What follows belongs to an exercise in optimizing a design on an open flow for small area and few clock cycles per item; a production flow would make more cautious choices. Function was checked by simulation only, so behaviour that the tests miss may differ from the original.

// ascon_enc
module ascon_enc(
	input [127:0] i_data,
	input [127:0] i_n,
	input [127:0] i_k,
	input clk,
	input i_rst,
	input i_start,
	input [15:0] i_a_len,
	input [15:0] i_m_len,
	output reg o_nxt_data,
	output reg o_c,
	output reg [127:0] o_data,
	output reg o_fin
	);
	localparam [63:0] IV = 64'h80800c0800000000;
	localparam [2:0] M_IDLE  = 3'd0;
	localparam [2:0] M_INIT  = 3'd1;
	localparam [2:0] M_AD    = 3'd2;
	localparam [2:0] M_PT    = 3'd3;
	localparam [2:0] M_FINAL = 3'd4;
	reg [2:0] mode, mode_nxt;
	reg [2:0] ph, ph_nxt;            
	reg [319:0] s;                   
	reg [127:0] key;
	reg [15:0] cnt, cnt_nxt;         
	reg [15:0] mlen;
	reg absorb;                      
	wire idle = (mode == M_IDLE);
	wire cnt_one = (cnt == 16'd1);
	wire cnt_two = (cnt == 16'd2);
	reg key_in, key_out, dom_sep;
	always @(*) begin
		mode_nxt = mode;
		ph_nxt = ph;
		cnt_nxt = cnt;
		key_in = 1'b0;
		key_out = 1'b0;
  ...
For scale: about 5300 cells after synthesis, ~490 flip-flops, about 550 I/O pins.
==> flow/config.mk <==
export PLATFORM = sky130hd
export DESIGN_NAME = ascon_enc
export DESIGN_NICKNAME = ascon_enc
export VERILOG_FILES = /design/flow/design.v
export SDC_FILE = /design/flow/constraint.sdc
export NUM_CORES = 4
export LEC_CHECK = 0
export CAP_MARGIN = 30
export CORE_MARGIN = 2
export CORE_UTILIZATION = 40
export GPL_TIMING_DRIVEN = 0
export PLACE_DENSITY = 0.8
export SLEW_MARGIN = 30
==> flow/constraint.sdc <==
create_clock -name core_clock -period 10.0 [get_ports {clk}]
set_input_delay 2.0000 -clock core_clock [delete_from_list [all_inputs] [get_ports {clk}]]
set_output_delay 2.0000 -clock core_clock [all_outputs]
set_load 0.01 [all_outputs]
standard.sh (not shown) runs the stock make flow with config.mk's settings and CLKGATE_MAP_FILE= SYNTH_SCRIPT=/design/flow/synth_recipe.tcl, a recipe that flattens the netlist after the stock synthesis.
==> flow/flow/run.sh <==
#!/bin/bash
# Standard ORFS layout (standard.sh), except that synthesis maps cells with an
# area-oriented ABC script and without full-adder extraction, and the port
# buffers are the smallest buffer cell.
set -euo pipefail
here=$(pwd)
sed -e "s#SYNTH_SCRIPT=[^ ]*#SYNTH_SCRIPT=$here/flow/synth_area.tcl ADDER_MAP_FILE= 'BUFFER_PORTS_ARGS=-buffer_cell sky130_fd_sc_hd__buf_1'#" standard.sh > flow_standard.sh
bash flow_standard.sh > flow_make.log 2>&1
==> flow/flow/abc_nf.script <==
strash
&get -n
&st
&dch
&nf -R 1000
&put
==> flow/flow/synth_area.tcl <==
# The standard synthesis (synth_recipe.tcl), with ABC's cell mapping done by
# an area-oriented script (abc_nf.script) instead of ORFS's speed script.
set ::area_abc_script [file join [file dirname [file normalize [info script]]] abc_nf.script]
proc abc {args} {
  set i [lsearch -exact $args -script]
  if { $i >= 0 } { lset args [expr { $i + 1 }] $::area_abc_script }
  set i [lsearch -exact $args -D]
  if { $i >= 0 } { lset args [expr { $i + 1 }] 10000 }
  yosys abc {*}$args
}
source [file join [file dirname [file dirname [file normalize [info script]]]] synth_recipe.tcl]
The starting point completed without violations.
Testbench counts at the start, summed over its fixed seeds: cycles 10,080, messages 256.
Then changed:
PLACE_DENSITY = unset   (was 0.8)
Utilization goes down by 0.39 points; wire length goes down by 3.9%; fmax goes up by 1.6%; cell count hardly moves; design area goes down by 0.78%.


== job 101 ==
Another version of the RTL of ascon_enc (not shown whole).
Size: roughly 8400 cells after synthesis, about 550 I/O pins, ~71000 um^2 of cells after synthesis.
export LEC_CHECK = 0
export CAP_MARGIN = 30
export CORE_MARGIN = 2
export CORE_UTILIZATION = 40
export SETUP_SLACK_MARGIN = 1.5
export SLEW_MARGIN = 30
create_clock -name core_clock -period 10.0 [get_ports {clk}]
Scripts as last shown in full above: flow/flow/run.sh, flow/flow/abc_nf.script, flow/flow/synth_area.tcl
[flow] job 101 | stages: complete | final checks: fail | reason: max-capacitance violations, max-slew violations
Testbench counts of job 101, summed over its fixed seeds: cycles 5,424, messages 256.
Modified inputs, job 102 compared to job 101
Settings: setting PLACE_DENSITY to 0.8 for the first time; changing SETUP_SLACK_MARGIN from 1.5 to 1.0.
Results
- The lower post-detailed-route via-to-cell ratio of job 101 and job 102 is in job 102.
- Between job 101 and job 102, number of fillers in the final layout is lower for job 101, job 102 comes in above that.
- Relative to job 101, the final wirelength of job 102 is higher by 18000 um.
- Sequential share of layout area: job 101 vs job 102 — no meaningful difference
- s[287]$_SDFF_PP0_ as the critical path capture point was reported by job 102, and s[149]$_DFF_P_ by job 101.
- Job 102 closes out successfully: all stages finished, all timing, DRC and antenna checks passed.
- The layout from job 101, despite a flow that completed every stage, fails the layout checks, with the failing checks listed as max-capacitance violations, max-slew violations.
Input changes introduced in job 103 (baseline for comparison: job 102):
Settings: SETUP_SLACK_MARGIN now 1.2, was 1.0; PLACE_DENSITY now 0.7, was 0.8; GPL_TIMING_DRIVEN now 0, previously not set; CAP_MARGIN now 40, was 30.
==> comparison <==
- The standard cells in job 103 occupy less silicon area than those in job 102 do.
- Measured against each other, job 102 and job 103 differ in met3 demand-to-capacity share in global routing, the higher figure coming from job 102.
- When the final numbers for job 102 and job 103 were put side by side, the antenna diode instance count turned out to be smaller in job 102.
Here is what was changed in the inputs of job 104 compared with job 103.
Settings: GPL_TIMING_DRIVEN: 0 -> unset; PLACE_DENSITY: 0.7 -> unset; CAP_MARGIN: 40 -> 50; SETUP_SLACK_MARGIN: 1.2 -> 1.5.
Job 103 → job 104: critical path depth went up about 28%, cell count after placement increased by about 13% relative to the old numbers. Against job 103 as the reference, job 104 delivers a lower slew of the pin with the lowest slew margin. s[43]$_DFF_P_ as the worst setup path startpoint was reported by job 103, and s[287]$_SDFF_PP0_ by job 104. Higher clock latency on the worst-skew pair was reported by job 104, not job 103.

[afterwards: timing with drivers on the ports]
No port has a modelled driver above. Below, the same layouts with a new extraction and two added sets of constraints.
Step 1 sets driving cells, clkbuf_16 on the clock port and buf_2 on the other inputs (assumed; they add their load-dependent delay and slew).
Step 2, shift: input delay + t, output delay - t, t = (earliest + latest rising clock arrival at the registers) / 2. This alone moves slack from input paths to output paths.
a / b / c = ideal / step 1 / step 2; a / b = the first two.
run	t (ns)	setup slack, ns	latest minus earliest clock arrival (ns)	worst slew at a driven data input, ns	cell pins on the clock port's net
the first run of note 1	0.774	0.933 / 0.854 / 1.627	0.033 / 0.033	0.08	1
the second run of note 1	0.778	1.079 / 0.994 / 1.773	0.033 / 0.033	0.07	1
job 101	0.855	0.584 / 0.584 / 0.584	0.080 / 0.079	0.16	1
job 102	0.779	0.462 / 0.462 / 0.462	0.112 / 0.112	0.14	1
job 103	0.820	0.464 / 0.464 / 0.464	0.070 / 0.070	0.16	1
job 104	0.840	1.079 / 1.079 / 1.079	0.078 / 0.078	0.18	1
